This is an optimization exercise on Yosys and OpenROAD, whose aim is small area and a short achievable clock period, not a production implementation.
The RTL was checked by simulation tests, not by an equivalence proof against the original design.
Power is estimated from default activity; no workload was simulated.

// pipeline
module pipeline(
input clk,
input rst,
input en,
output [31:0] imem_addr,
input  [31:0] imem_data,
output [31:0] dmem_addr,
output [31:0] dmem_wdata,
output dmem_we,
output dmem_re,
input  [31:0] dmem_rdata,
output wb_en,
output [4:0] wb_reg,
output [31:0] wb_data
  );
Size in the first run: ~1300 flip-flops, roughly 200 I/O pins, ~0.061 mm2 of cells after synthesis.
clock: 70.0 ns
lec_check: 0
cap_margin: 10
core_margin: 2
core_utilization: 66
cts_cluster_diameter: 90
cts_cluster_size: 26
slew_margin: 10
synth_hierarchical: 1
standard.sh (not shown) runs the stock make flow with config.mk's settings and CLKGATE_MAP_FILE= SYNTH_SCRIPT=/design/flow/synth_recipe.tcl, a recipe that flattens the netlist after the stock synthesis.
==> flow/flow/run.sh <==
#!/bin/bash
# The standard layout (standard.sh), with plain buf_2 cells as the port
# buffers instead of the delay cells buffer_ports picks by default. Every
# ORFS step writes its full log under orfs/logs/; make's output is in make.log.
set -euo pipefail
export BUFFER_PORTS_ARGS="-buffer_cell sky130_fd_sc_hd__buf_2"
bash standard.sh > make.log 2>&1
The first run completed with no timing, DRC or antenna violations.
Then changed:
CORE_UTILIZATION = 55   (was 66)
Result: Sequential cell count stays the same. Power is higher by 0.90%. Sequential power barely changes. Global-route usage fell by 6.3 points. Fmax grows by 0.47%. Design area rises by 1.0%. Combinational power grows by about 0.9%.

pipeline, a different RTL version from the one above (not shown whole).
Size: ~4200 cells after synthesis, roughly 1300 flip-flops, about 200 I/O pins.
make LEC_CHECK=0 CAP_MARGIN=20 CORE_MARGIN=2 CORE_UTILIZATION=55 CTS_CLUSTER_DIAMETER=100 CTS_CLUSTER_SIZE=20 SLEW_MARGIN=20 SYNTH_HIERARCHICAL=1 finish   # period 70.0 ns
run.sh (not shown) runs the stock make flow with config.mk's settings and CLKGATE_MAP_FILE= SYNTH_SCRIPT=/design/flow/synth_recipe.tcl, a recipe that flattens the netlist after the stock synthesis.
Stock flow here: none of the scripts above is used.
Then changed:
==> flow/flow/run.sh (new file) <==
#!/bin/bash
# The standard layout (standard.sh), with plain buf_2 cells as the port
# buffers instead of the delay cells buffer_ports picks by default. Every
# ORFS step writes its full log under orfs/logs/; make's output is in make.log.
set -euo pipefail
export BUFFER_PORTS_ARGS="-buffer_cell sky130_fd_sc_hd__buf_2"
bash standard.sh > make.log 2>&1
==> flow/standard.sh (new file) <==
#!/bin/bash
# synth_recipe.tcl (not shown) runs the flow's synth.tcl, then flattens the netlist and writes it again
# the make line also repeats each setting of config.mk as NAME=value (left out here)
make -C /OpenROAD-flow-scripts/flow DESIGN_CONFIG=/design/flow/config.mk WORK_HOME=/design/flow/orfs CLKGATE_MAP_FILE= SYNTH_SCRIPT=/design/flow/synth_recipe.tcl "${@:-finish}"
- CAP_MARGIN: 20 -> 10
- CORE_UTILIZATION: 55 -> 62
- SLEW_MARGIN: 20 -> 10
removed: flow/run.sh
Outcome:
- die area shrinks by 11%
- maximum frequency grows by 3.6%
- register-to-register slack is worse by 20 ps
- utilization grows by 6.3 points
- critical path depth does not change
- sequential share of layout area grows by 1.3 points
- power shrinks by 1.3%
- count of clock-buffer cells in the layout shrinks by 1

pipeline with an RTL version that a note above also has.
For scale: about 1300 flip-flops, ~200 I/O pins, ~61000 um2 of cells after synthesis.
export LEC_CHECK = 0
export CAP_MARGIN = 10
export CORE_MARGIN = 2
export CORE_UTILIZATION = 62
export CTS_CLUSTER_DIAMETER = 90
export CTS_CLUSTER_SIZE = 26
export SLEW_MARGIN = 10
export SYNTH_HIERARCHICAL = 1
create_clock -name core_clock -period 70.0 [get_ports {clk}]
standard.sh (not shown) runs the stock make flow with config.mk's settings and CLKGATE_MAP_FILE= SYNTH_SCRIPT=/design/flow/synth_recipe.tcl, a recipe that flattens the netlist after the stock synthesis.
==> flow/flow/run.sh <==
#!/bin/bash
# The standard layout (standard.sh), with two changes:
#  - plain buf_2 cells as the port buffers instead of the delay cells that
#    buffer_ports picks by default;
#  - after placement, the cells on the en-to-output paths are upsized and the
#    placement legalized again (flow/upsize_en.tcl), then the standard flow
#    continues from CTS.
# Every ORFS step writes its full log under orfs/logs/; make's output is in
# make_place.log and make.log, the resize step's in upsize_en.log.
set -euo pipefail
export BUFFER_PORTS_ARGS="-buffer_cell sky130_fd_sc_hd__buf_2"
bash standard.sh place > make_place.log 2>&1
PLACE_ODB="orfs/results/${FLOW_PLATFORM:-sky130hd}/pipeline/base/3_place.odb" \
  openroad -no_init -exit flow/upsize_en.tcl > upsize_en.log 2>&1
bash standard.sh > make.log 2>&1
==> flow/flow/upsize_en.tcl <==
# Upsize the cells on the en-to-output paths. en reaches wb_en, dmem_we and
# dmem_re through one AND gate each, and those input-to-output paths set the
# achieved clock period: the en port's buffer becomes buf_8, and each of those
# AND gates and output port buffers one size up.
read_db $::env(PLACE_ODB)
set db [ord::get_db]
set block [ord::get_db_block]

proc driver_of {net} {
  foreach iterm [$net getITerms] {
    if {[$iterm isOutputSignal]} { return [$iterm getInst] }
  }
  return ""
}

set net [[$block findBTerm en] getNet]
foreach iterm [$net getITerms] {
  set inst [$iterm getInst]
  set m [[$inst getMaster] getName]
  if {[string match "sky130_fd_sc_hd__buf_*" $m]} {
    $inst swapMaster [$db findMaster sky130_fd_sc_hd__buf_8]
    puts "resized [$inst getName] ($m) to sky130_fd_sc_hd__buf_8"
  }
}
foreach port {wb_en dmem_we dmem_re} {
  set obuf [driver_of [[$block findBTerm $port] getNet]]
  if {$obuf eq ""} { continue }
  set m [[$obuf getMaster] getName]
  if {$m eq "sky130_fd_sc_hd__buf_2"} {
    $obuf swapMaster [$db findMaster sky130_fd_sc_hd__buf_4]
    puts "resized [$obuf getName] ($m) to sky130_fd_sc_hd__buf_4"
  }
  set in [$obuf findITerm A]
  set gate [driver_of [$in getNet]]
  if {$gate eq ""} { continue }
  set m [[$gate getMaster] getName]
  if {$m eq "sky130_fd_sc_hd__and2_1"} {
    $gate swapMaster [$db findMaster sky130_fd_sc_hd__and2_2]
    puts "resized [$gate getName] ($m) to sky130_fd_sc_hd__and2_2"
  }
}
detailed_placement
check_placement -verbose
write_db $::env(PLACE_ODB)
The starting point completed with no timing, DRC or antenna violations.
Then changed:
--- a/flow/flow/run.sh
+++ b/flow/flow/run.sh
@@ -4,3 +4,3 @@
 #    buffer_ports picks by default;
-#  - after placement, the cells on the en-to-output paths are upsized and the
+#  - after placement, the en port's buffer is upsized to buf_8 and the
 #    placement legalized again (flow/upsize_en.tcl), then the standard flow
==> flow/flow/upsize_en.tcl (replaced) <==
# Upsize the buffer on the en input port. en reaches wb_en, dmem_we and dmem_re
# through one AND gate each, and that input-to-output path sets the achieved
# clock period; the port buffer also drives en's other few loads.
read_db $::env(PLACE_ODB)
set db [ord::get_db]
set block [ord::get_db_block]
set master [$db findMaster sky130_fd_sc_hd__buf_8]
set net [[$block findBTerm en] getNet]
foreach iterm [$net getITerms] {
  set inst [$iterm getInst]
  set m [[$inst getMaster] getName]
  puts "en drives [$inst getName] ($m)"
  if {[string match "sky130_fd_sc_hd__buf_*" $m]} {
    $inst swapMaster $master
    puts "resized [$inst getName] to sky130_fd_sc_hd__buf_8"
  }
}
detailed_placement
check_placement -verbose
write_db $::env(PLACE_ODB)
Outcome:
- clock-buffer cell count is unchanged
- register-to-register slack hardly moves
- power barely changes
- utilization is about the same
- global-route usage hardly moves
- setup slack is better by 0.052 ns
- final area is about the same
- clock power barely changes
- sequential share of layout area barely changes
Then changed:
==> flow/flow/run.sh (replaced) <==
#!/bin/bash
# The standard layout (standard.sh), with plain buf_2 cells as the port
# buffers instead of the delay cells buffer_ports picks by default. Every
# ORFS step writes its full log under orfs/logs/; make's output is in make.log.
set -euo pipefail
export BUFFER_PORTS_ARGS="-buffer_cell sky130_fd_sc_hd__buf_2"
bash standard.sh > make.log 2>&1
removed: flow/flow/upsize_en.tcl
Sequential power is about the same.
Combinational power hardly moves.
Setup slack loses 0.066 ns.
Count of clock-buffer cells in the layout went down by 1.
Worst hold slack gets better by 0.0043 ns.
Fmax barely changes.
Routed wire length hardly moves.

==> re-timing with driven ports <==
The flow's constraints put no driver on any port. The routed layouts listed below were extracted and timed again, unchanged, in two steps. Step 1 sets driving cells, clkbuf_16 on the clock port and buf_2 on the other inputs (assumed; they add their load-dependent delay and slew). Step 2 moves the port delays by t, midway between the first and last clock arrival at a register: inputs arrive t later, outputs are due t later. That takes back most of the time a late clock gives input paths. a / b / c = no drivers / after step 1 / after step 2; a / b = the first two.
run | shift t [ns] | slack for setup (ns) | cell pins on the clock port's net
the first run of note 1 | 0.803 | 41.396 / 41.372 / 41.372 | 1
the second run of note 1 | 0.818 | 41.529 / 41.509 / 41.509 | 1
the first run of note 2 | 0.771 | 40.396 / 40.374 / 40.374 | 1
the second run of note 2 | 0.762 | 41.425 / 41.405 / 41.405 | 1
the first run of note 3 | 0.794 | 41.554 / 41.507 / 41.507 | 1
the second run of note 3 | 0.797 | 41.606 / 41.558 / 41.558 | 1
the third run of note 3 | 0.797 | 41.540 / 41.521 / 41.521 | 1
After both steps every run listed still meets setup and hold. For the second run of note 3, which loses most, drivers alone change the setup slack by -0.048 ns; drivers and shift together by -0.048 ns.
